What follows belongs to an exercise in optimizing a design on an open flow for small area, a short achievable clock period and few clock cycles per item; a production flow would make more cautious choices.
No functional check of the RTL was part of any run shown here.

## flow/design.v (module list and top-level ports; edited modules follow where they fit)
// module filter: 1465 lines
module filter
 #(parameter DWIDTH = 16,
   parameter DDWIDTH = 2*DWIDTH,
	parameter L = 160,
	parameter L_LOG = 8,
	parameter M = 147,
	parameter M_LOG = 8,
	parameter CWIDTH = 4*L,
	parameter J = 4,
	parameter J_LOG = 2)
  (input clk,
   input rst,
	output req_in,
	input ack_in,
	input signed [0:DWIDTH-1] data_in,
	output req_out,
	input ack_out,
	output signed [0:DWIDTH-1] data_out);
  // ...
==> flow/run.sh <==
#!/bin/bash
# synth_recipe.tcl (not shown) runs the flow's synth.tcl, then flattens the netlist and writes it again
# the make line also repeats each setting of config.mk as NAME=value (left out here)
make -C /OpenROAD-flow-scripts/flow DESIGN_CONFIG=/design/flow/config.mk WORK_HOME=/design/flow/orfs CLKGATE_MAP_FILE= SYNTH_SCRIPT=/design/flow/synth_recipe.tcl finish
==> flow/config.mk <==
export PLATFORM = sky130hd
export DESIGN_NAME = filter
export DESIGN_NICKNAME = filter
export VERILOG_FILES = /design/flow/design.v
export SDC_FILE = /design/flow/constraint.sdc
export NUM_CORES = 4
export LEC_CHECK = 0
export ABC_CLOCK_PERIOD_IN_PS = 3000
export CAP_MARGIN = 20
export CORE_MARGIN = 2
export CORE_UTILIZATION = 40
export SETUP_SLACK_MARGIN = 5
export SLEW_MARGIN = 20
export SYNTH_MEMORY_MAX_BITS = 16384
==> flow/constraint.sdc <==
create_clock -name core_clock -period 10.0 [get_ports {clk}]
set_input_delay 2.0000 -clock core_clock [delete_from_list [all_inputs] [get_ports {clk}]]
set_output_delay 2.0000 -clock core_clock [all_outputs]
set_load 0.01 [all_outputs]
==> results.py, run 1 <==
metrics = {
    "status": {
        "status": "finished clean",
    },
    "synthesis": {
        "synth_top_area_share_pct": 20.9,
        "synth_most_common_cell": "fa_1",
        "yosys.area_share.simple_pct": 10.9,
    },
    "route": {
        "avgViaCountPerCell": 6.04,
        "wirelength_mm": 85.0,
        "wl_per_cell_um": 24.5,
    },
    "grt": {
        "global_route.usage.met3_pct": 4.54,
        "grt_pass1_vias": 21139,
        "grt-ovfl-total": 0,
        "busiest_layer": "met2",
    },
    "layout": {
        "design_area_sq_mm": 0.0272,
    },
    "setup_path": {
        "crit_slowest_cell": "clkinv_1",
        "critical_path_depth": 12,
        "critPathLaunch": "ng0[3]",
        "path_common_cell": "fa_1",
    },
    "worst_hold_path": {
        "hold_path_class": "flop to flop",
        "holdCritStartpoint": "x1[10]",
    },
    "die": {
        "die_w_um": 257,
        "fp.dieH_um": 257,
    },
    "placed_design": {
        "dpl_worst_slack_ns": 5.24,
        "dp_cells": 3423,
    },
    "sta": {
        "worst_pin_slew_ns": 1.10,
        "tns_ns": 0,
    },
}
==> run 2: changes to the inputs <==
--- a/flow/config.mk
+++ b/flow/config.mk
@@ -5,7 +5,6 @@
 export SDC_FILE = /design/flow/constraint.sdc
 export NUM_CORES = 4
 export LEC_CHECK = 0
-export ABC_CLOCK_PERIOD_IN_PS = 3000
 export CAP_MARGIN = 20
 export CORE_MARGIN = 2
 export CORE_UTILIZATION = 40
==> results.py, run 2 <==
metrics = {
    "status": {
        "status": "finished clean",
    },
    "clock_tree": {
        "cts_tree": "done",
        "clk_pin_slew_ns": 0.06,
        "cts_root_buffer": "clkbuf_16",
        "worstSkewPairLatency_ns": 0.61,
        "numCtsBuffers": 29,
        "htree_levels": 1,
        "clockBufferDepth": 3,
        "post_cts_buffers": 0,
        "holdBufCountCts": 0,
        "post_cts_resized": 0,
        "cts.sinks": 272,
    },
    "die": {
        "std_cell_rows": 92,
        "coreArea_sq_mm": 0.0632,
        "die_w_um": 257,
        "die_area_sq_mm": 0.0661,
        "fp.dieH_um": 257,
        "ios": 38,
        "start_util_pct": 40.5,
    },
    "sta": {
        "clock_skew_ns": 0.0481,
        "max-slew-margin-rel_pct": 26.2,
        "report.final.setup_viol": 0,
        "setup_slack_ns": 5.21,
        "worst_pin_slew_ns": 1.10,
        "period_needed_ns": 4.79,
        "grt_setup_unrepaired": "false",
        "drv_slew": 0,
        "hold_viol": 0,
        "tns_ns": 0,
        "period_share_pct": 47.9,
        "max_freq_ghz": 0.209,
    },
    "placed_design": {
        "dpl_worst_slack_ns": 5.24,
        "portBuffers": 37,
        "dpl.hpwl_mm": 60.3,
        "gp_congestion": 0.992,
        "dp_cells": 3423,
    },
    "layout": {
        "final_core_util_pct": 43.0,
        "layout.nets": 2971,
        "diodes": 0,
        "fillers": 6071,
        "area_growth_pct": 6.20,
        "reg_top3": "pc: 31 flops, ps: 31 flops",
        "drive_above_1_share_pct": 6.96,
        "final_common_cell": "fa_1",
        "layout_common_cells": "fa_1, inv_1, a22oi_1, dfxtp_1, nand2_1",
        "fin_cells": 3476,
    },
    "setup_path": {
        "slowest_delay_ns": 0.70,
        "path_common_cell": "fa_1",
        "crit_chain": "clkinv_1 > xnor2_1 > fa_1 > fa_1 > fa_1 > fa_1 > inv_1 > fa_1 > inv_1 > fa_1 > inv_1 > ha_1",
        "arrival_ns": 5.28,
        "cp_max_fo": 13,
        "worst-setup-path-type": "flop to flop",
        "worstPathRequired_ns": 10.49,
        "cp-end-kind": "flop",
        "crit_slowest_cell": "clkinv_1",
        "start_kind": "flop",
    },
    "grt": {
        "antenna_found_initial": 0,
        "grt_start_max_net_pins": 86,
        "grt-ovfl-total": 0,
        "grt_pass1_vias": 21139,
        "grt_usage_pct": 25.5,
        "grt_pass1_wl_mm": 131,
    },
    "synthesis": {
        "synthesis.nets": 3109,
        "synth-seq-cells": 272,
        "syn-mean-instance-area_sq_um": 9.33,
        "ys_top_cells_by_count": "fa_1, inv_1, a22oi_1",
        "synth_cell_types": 94,
        "synth_top_area_cell": "fa_1",
        "yosysWarnings": 1,
        "ys_seq_area_share_pct": 23.8,
        "synthFlopType": "dfxtp_1",
        "yosys-top-cells-area": "fa_1, dfxtp_1, edfxtp_1, a22oi_1, xnor2_1",
        "synth_most_common_cell": "fa_1",
        "synthesis.area_sq_mm": 0.0256,
        "synth_top_area_share_pct": 20.9,
        "synthCells": 2746,
        "async_flop_share_pct": 0,
        "synth_edf_count": 64,
    },
    "route": {
        "drtIter0Drc": 2661,
        "drt-pass1-iter-count": 9,
        "wirelength_mm": 85.0,
        "avgViaCountPerCell": 6.04,
        "antenna_left": 0,
        "wl_per_cell_um": 24.5,
        "drc_errors": 0,
        "routed-via-count": 21002,
    },
    "flow_run": {
        "drv_cap": 0,
    },
    "worst_hold_path": {
        "hold_path_class": "flop to flop",
    },
}
run 2: cell counts in the layout (fill, tap and decap cells not counted):
No cell type changed its count.
run 2: worst paths after layout:
check / cells past startpoint / slack (ns) / startpoint / to
setup / recovery: 12 / 5.21 / ng0[3] / pc[18]
hold / removal: 0 / 0.43 / x1[10] / x2[10]
setup reg to reg: 12 / 5.21 / ng0[3] / pc[18]
hold reg to reg: 0 / 0.43 / x1[10] / x2[10]
run 2: cell families after synthesis:
kind of cell | share of synthesized area, %
XOR/XNOR | 9.51
flip-flops | 23.8
AO/OA/AOI/OAI | 19.1
AND/OR/NAND/NOR | 10.9
buffers and inverters | 8.60
multiplexers | 3.50
adder cells (fa/ha/maj) | 24.6
run 2: through the flow:
step / hold WS, ns / instance area, sq um
finish: 0.428 / 27200
global route: 0.443 / 27200
CTS: 0.430 / 27200
detailed placement: 0.415 / 26200
global placement: 0.409 / 26200
floorplan: 0.404 / 25600
run 2: layout make-up:
type | count | area (sq um) | share of cell area [%]
multi-input combinational | 1955 | 17300 | 63.7
sequential | 272 | 6100 | 22.4
tap | 846 | 1060 | 3.89
inverter | 264 | 991 | 3.64
clock buffer | 41 | 821 | 3.02
timing repair buffer | 86 | 738 | 2.71
clock inverter | 12 | 154 | 0.566
run 2: layer usage:
metal  vias to the layer above  share of wire [%]  global-route usage (%)
met4                         0                4.6                    10.5
met5                         -                  0                       0
li1                       9137                  -                       -
met3                       260                9.5                    4.54
met1                     10349                 42                    35.4
met2                      1256                 44                    39.1
run 2: worst max-delay path: cells and delay by family, from the launching register on:
family / cells / cell delay (ns)
adder cells (fa/ha/maj): 7 / 2.75
flip-flops: 1 / 0.50
XOR/XNOR: 1 / 0.48
buffers and inverters: 4 / 0.94
==> run 3: changes to the inputs <==
==> flow/flow/run.sh (new file) <==
#!/bin/bash
# Standard layout, with timing repair aiming below the clock period.
set -euo pipefail
bash standard.sh SETUP_SLACK_MARGIN=6.5 finish > standard_make.log 2>&1
==> flow/standard.sh (new file) <==
#!/bin/bash
# synth_recipe.tcl (not shown) runs the flow's synth.tcl, then flattens the netlist and writes it again
# the make line also repeats each setting of config.mk as NAME=value (left out here)
make -C /OpenROAD-flow-scripts/flow DESIGN_CONFIG=/design/flow/config.mk WORK_HOME=/design/flow/orfs CLKGATE_MAP_FILE= SYNTH_SCRIPT=/design/flow/synth_recipe.tcl "${@:-finish}"
--- a/flow/config.mk
+++ b/flow/config.mk
@@ -8,6 +8,5 @@
 export CAP_MARGIN = 20
 export CORE_MARGIN = 2
 export CORE_UTILIZATION = 40
-export SETUP_SLACK_MARGIN = 5
 export SLEW_MARGIN = 20
 export SYNTH_MEMORY_MAX_BITS = 16384
removed: flow/run.sh
==> results.py, run 3 <==
metrics = {
    "status": {
        "status": "finished clean",
    },
    "die": {
        "fp.dieH_um": 257,
        "coreArea_sq_mm": 0.0632,
        "die_area_sq_mm": 0.0661,
        "die_w_um": 257,
        "ios": 38,
        "std_cell_rows": 92,
        "start_util_pct": 40.5,
    },
    "route": {
        "antenna_left": 0,
        "drtIter0Drc": 2583,
        "avgViaCountPerCell": 5.99,
        "drt-pass1-iter-count": 7,
        "wl_per_cell_um": 24.5,
        "routed-via-count": 21099,
        "wirelength_mm": 86.3,
        "drc_errors": 0,
    },
    "clock_tree": {
        "worstSkewPairLatency_ns": 0.61,
        "htree_levels": 1,
        "cts_tree": "done",
        "cts.sinks": 272,
        "clockBufferDepth": 3,
        "cts_root_buffer": "clkbuf_16",
        "clk_pin_slew_ns": 0.07,
        "numCtsBuffers": 29,
    },
    "synthesis": {
        "synth_cell_types": 94,
        "synth_top_area_share_pct": 20.9,
        "synth_top_family_by_area": "adder cells",
        "syn-mean-instance-area_sq_um": 9.33,
        "synthesis.nets": 3109,
        "ys_top_cells_by_count": "fa_1, inv_1, a22oi_1",
        "synth_edf_count": 64,
        "synth_top_area_cell": "fa_1",
        "ys_seq_area_share_pct": 23.8,
        "synth_xor_area_share_pct": 9.51,
        "synth-compound-area-share_pct": 19.1,
        "async_flop_share_pct": 0,
        "synthMuxAreaShare_pct": 3.50,
        "synthFlopType": "dfxtp_1",
        "yosys-top-cells-area": "fa_1, dfxtp_1, edfxtp_1, a22oi_1, xnor2_1",
        "yosys.area_share.simple_pct": 10.9,
        "synthesis.area_sq_mm": 0.0256,
        "synth-seq-cells": 272,
        "synthAdderAreaFrac_pct": 24.6,
        "yosysWarnings": 1,
        "synthCells": 2746,
        "synth_most_common_cell": "fa_1",
    },
    "grt": {
        "grt_pass1_wl_mm": 132,
        "antenna_found_initial": 0,
        "grt-ovfl-total": 0,
        "grt_usage_pct": 25.7,
        "grt_start_max_net_pins": 84,
        "grt_pass1_vias": 21201,
    },
    "setup_path": {
        "cp-end-kind": "flop",
        "worstPathRequired_ns": 10.49,
        "cp_max_fo": 17,
        "arrival_ns": 4.59,
        "start_kind": "flop",
        "worst-setup-path-type": "flop to flop",
    },
    "sta": {
        "max-slew-margin-rel_pct": 28.4,
        "tns_ns": 0,
        "max_freq_ghz": 0.244,
        "period_needed_ns": 4.11,
        "worst_pin_slew_ns": 1.07,
        "period_share_pct": 41.1,
        "clock_skew_ns": 0.0481,
        "drv_slew": 0,
        "hold_viol": 0,
        "grt_setup_unrepaired": "true",
        "report.final.setup_viol": 0,
    },
    "layout": {
        "reg_top3": "pc: 31 flops, ps: 31 flops",
        "drive_above_1_share_pct": 19.5,
        "area_growth_pct": 12.8,
        "fillers": 5899,
        "diodes": 0,
        "layout.nets": 3015,
        "final_core_util_pct": 45.7,
        "layout_common_cells": "inv_1, a22oi_1, fa_1, nand2_1, xnor2_1",
        "final_common_cell": "inv_1",
    },
    "placed_design": {
        "portBuffers": 37,
        "gp_congestion": 0.995,
        "dpl.hpwl_mm": 60.3,
    },
    "worst_hold_path": {
        "hold_path_class": "flop to flop",
    },
    "flow_run": {
        "drv_cap": 0,
    },
}
==> run 3: path summary, 6_finish.rpt <==
kind | startpoint | end | slack, ns | depth (start not counted)
min | x1[4] | x2[4] | 0.42 | 0
min reg2reg | x1[4] | x2[4] | 0.42 | 0
max reg2reg | on1[7] | pc[19] | 5.89 | 10
max | on1[7] | pc[19] | 5.89 | 10
==> run 3: cells by family (layout without fill, tap and decap cells) <==
kind of cell | Yosys count | in the layout
AOI/OAI and AO/OA | 689 | 689
xor gates and xnor gates | 278 | 278
adders and majority gates | 343 | 343
buffers and inverters | 519 | 446
DFF | 272 | 272
muxes | 69 | 69
and+or+nand+nor | 576 | 577
==> run 3: cell type report <==
cell class | count | area (sq um) | share of cell area (%)
Tap cell | 846 | 1060 | 3.67
Multi-Input combinational cell | 1956 | 18100 | 62.7
Clock buffer | 35 | 758 | 2.63
Sequential cell | 272 | 6300 | 21.8
Timing Repair Buffer | 129 | 1400 | 4.83
Inverter | 264 | 1030 | 3.55
Clock inverter | 18 | 231 | 0.801
==> run 3: critical path: stages (launching register included) <==
cell and delay [ns]:
dfxtp_1 0.86, a22oi_1 0.27, fa_1 0.54, inv_1 0.05
fa_1 0.36, inv_1 0.08, fa_1 0.41, inv_1 0.08
fa_1 0.42, fa_1 0.52, fa_1 0.42
==> run 3: what timing repair did <==
item | CTS | global route
pin swaps | 35 | 35
setup buffers | 24 | 22
hold buffers | 0 | 0
gates cloned | 6 | 1
resized for setup | 232 | 136
endpoints found under the setup margin | 97 | 78
endpoints found under the hold margin | 0 | 0
==> run 3: per-stage QoR <==
step	cell area, sq um	setup slack [ns]	instances	hold slack, ns
floorplan	26200	6.03	2746	0.404
global placement	26400	5.46	3414	0.407
detailed placement	26400	5.33	3414	0.413
CTS	28300	5.95	3497	0.427
global route	28900	5.84	3520	0.441
finish	28900	5.89	3520	0.424
==> run 3: layer usage <==
layer	vias up	GRT usage (%)	share of wire [%]
met4	0	8.88	4.3
li1	9237	-	-
met5	-	0	0
met2	1188	40.6	44
met3	240	4.63	9.4
met1	10434	35.5	42
==> run 4: changes to the inputs <==
==> flow/flow/run.sh (replaced) <==
#!/bin/bash
# Standard layout, with timing repair aiming below the clock period.
set -euo pipefail
bash standard.sh SETUP_SLACK_MARGIN=6.0 finish > standard_make.log 2>&1
==> results.py, run 4 <==
metrics = {
    "status": {
        "status": "finished clean",
    },
    "die": {
        "coreArea_sq_mm": 0.0632,
        "start_util_pct": 40.5,
        "die_w_um": 257,
        "die_area_sq_mm": 0.0661,
        "ios": 38,
        "std_cell_rows": 92,
        "fp.dieH_um": 257,
    },
    "setup_path": {
        "rrSetupSlack_ns": 5.99,
        "crit_buf_inv": 4,
        "r2r-end": "pc[21]",
        "worst-setup-path-type": "flop to flop",
        "crit_slowest_cell": "fa_1",
        "cp-end-kind": "flop",
        "slowest_delay_ns": 0.57,
        "crit_chain": "buf_8 > nand2_2 > fa_1 > fa_1 > fa_1 > inv_1 > fa_2 > fa_1 > inv_1 > fa_1 > inv_1 > fa_1",
        "worstPathRequired_ns": 10.47,
        "r2r_start": "fb_en",
        "ff2ff_path_depth": 12,
        "cp_max_fo": 8,
        "cp_top_family": "adder cells",
        "path_common_cell": "fa_1",
        "start_kind": "flop",
        "arrival_ns": 4.49,
    },
    "sta": {
        "period_share_pct": 40.1,
        "period_needed_ns": 4.01,
        "tns_ns": 0,
        "max_freq_ghz": 0.249,
        "max-slew-margin-rel_pct": 24.6,
        "clock_skew_ns": 0.0177,
        "setup_slack_ns": 5.99,
        "grt_setup_unrepaired": "true",
        "hold_ws_ns": 0.423,
        "worst_pin_slew_ns": 1.13,
        "report.final.setup_viol": 0,
        "hold_viol": 0,
        "drv_slew": 0,
    },
    "synthesis": {
        "yosys-top-cells-area": "fa_1, dfxtp_1, edfxtp_1, a22oi_1, xnor2_1",
        "ys_top_cells_by_count": "fa_1, inv_1, a22oi_1",
        "synth_most_common_cell": "fa_1",
        "yosysWarnings": 1,
        "syn-mean-instance-area_sq_um": 9.33,
        "synth_cell_types": 94,
        "synthCells": 2746,
        "synth_edf_count": 64,
        "synth_top_area_cell": "fa_1",
        "ys_seq_area_share_pct": 23.8,
        "synthFlopType": "dfxtp_1",
        "synth_top_area_share_pct": 20.9,
        "synthesis.nets": 3109,
        "synth-seq-cells": 272,
        "async_flop_share_pct": 0,
        "synthesis.area_sq_mm": 0.0256,
    },
    "layout": {
        "reg_top3": "pc: 31 flops, ps: 31 flops",
        "final_common_cell": "inv_1",
        "layout_common_cells": "inv_1, fa_1, a22oi_1, nand2_1, dfxtp_1",
        "drive_above_1_share_pct": 11.2,
        "diodes": 0,
        "final_core_util_pct": 44.0,
        "layout.nets": 2996,
        "area_growth_pct": 8.47,
    },
    "worst_hold_path": {
        "min_delay_worst_endpoint": "x2[7]",
        "holdCritStartpoint": "x1[7]",
        "whs_path_depth": 0,
        "hold_path_class": "flop to flop",
    },
    "route": {
        "route.met2.wl_mm": 37.5,
        "top_layer": "met4",
        "drt-met1-wl_mm": 34.8,
        "drtIter0Drc": 2837,
        "drt-pass1-iter-count": 7,
        "drc_errors": 0,
        "antenna_left": 0,
        "routed-via-count": 21270,
        "wl_per_cell_um": 24.4,
        "avgViaCountPerCell": 6.07,
        "wirelength_mm": 85.5,
        "routed-wl-met3_mm": 8.95,
    },
    "grt": {
        "grt_pass1_vias": 21382,
        "grt-ovfl-total": 0,
        "grt_usage_pct": 25.3,
        "grt_start_max_net_pins": 88,
        "grt_pass1_wl_mm": 130,
        "antenna_found_initial": 1,
    },
    "clock_tree": {
        "holdBufCountCts": 0,
        "cts_root_buffer": "clkbuf_16",
        "clk_pin_slew_ns": 0.06,
        "clockBufferDepth": 3,
        "cts_tree": "done",
        "cts.sinks": 272,
        "worstSkewPairLatency_ns": 0.59,
        "htree_levels": 1,
        "numCtsBuffers": 30,
    },
    "flow_run": {
        "drv_cap": 0,
    },
    "placed_design": {
        "portBuffers": 37,
        "dpl_worst_slack_ns": 5.21,
        "dpl.hpwl_mm": 59.1,
        "gp_congestion": 0.976,
    },
}
-- run 4: cell counts after synthesis --
No cell type changed its count.
-- run 4: stage by stage --
step	area, sq um	cells
2_1_floorplan	25700	2746
3_3_place_gp	26300	3429
3_5_place_dp	26300	3429
4_1_cts	27500	3497
5_1_grt	27800	3503
6_report	27800	3503
-- run 4: worst max-delay path by stage --
stage,start,slack [ns],cells after the start,to
6_report,fb_en,5.99,12,pc[21]
5_1_grt,fb_en,5.87,12,pc[21]
4_1_cts,fb_en,5.95,12,pc[21]
3_5_place_dp,fb_en,5.21,12,pc[21]
3_3_place_gp,ng0[3],5.34,12,pc[18]
2_1_floorplan,on1[1],5.95,14,pc[18]
-- run 4: kinds of logic (layout without fill, tap and decap cells) --
logic type               count (synthesis)  after routing  synth area share [%]
buffers and inverters                  519            430                  8.60
AO/OA/AOI/OAI                          689            689                  19.1
multiplexers                            69             69                  3.50
adder cells (fa/ha/maj)                343            343                  24.6
AND/OR/NAND/NOR                        576            576                  10.9
flip-flops                             272            272                  23.8
XOR/XNOR                               278            278                  9.51
-- run 4: final cells by class --
type,count,area (sq um)
sequential,272,6260
inverter,264,1010
clock buffer,43,840
fill,6032,35400
multi-input combinational,1955,17500
tap,846,1060
timing repair buffer,110,1010
clock inverter,13,120
-- run 4: repair_timing --
item	in CTS	in global routing
buffers inserted	12	6
resized for setup	76	75
hold endpoints to repair	0	0
endpoints found under the setup margin	68	33
pin swaps	1	9
-- run 4: routing by layer --
| metal | vias up | global-route usage, % |
|---|---|---|
| met4 | 0 | 11.4 |
| met5 | - | 0 |
| met1 | 10433 | 34.5 |
| li1 | 9185 | - |
| met3 | 297 | 5.43 |
| met2 | 1355 | 38.4 |
-- run 4: worst register-to-register path: cells and delay by family (launching register included) --
kind	cells	cell delay [ns]
DFF	1	0.43
buffers and inverters	4	0.33
and+or+nand+nor	1	0.07
adders and majority gates	7	3.05

==> re-timing with driven ports <==
The results above use ideal ports. As a check the final layouts listed here were re-extracted and re-timed, cells and wires unchanged. Step 1, drivers: a clkbuf_16 drives clk and a buf_2 each remaining input, both assumed. Step 2 times the ports against the registers' clock, not the clock port: input delays grow and output delays shrink by t, the midpoint of the rising clock arrivals with the driver on. Three values: ideal ports, drivers, drivers and shift; two values: the first two.
| run | t (ns) | setup WS [ns] | worst setup path after step 2 | worst data-port slew with drivers (ns) |
|---|---|---|---|---|
| run 1 | 0.641 | 5.210 / 5.210 / 5.210 | register to register | 0.05 |
| run 2 | 0.641 | 5.210 / 5.210 / 5.210 | register to register | 0.05 |
| run 3 | 0.643 | 5.894 / 5.894 / 5.894 | register to register | 0.05 |
| run 4 | 0.638 | 5.986 / 5.986 / 5.680 | input to register | 0.05 |
After both steps setup and hold are still met in every run listed. The setup slack of run 4, which loses most, moves by 0.000 ns with the drivers and by -0.306 ns with both steps.
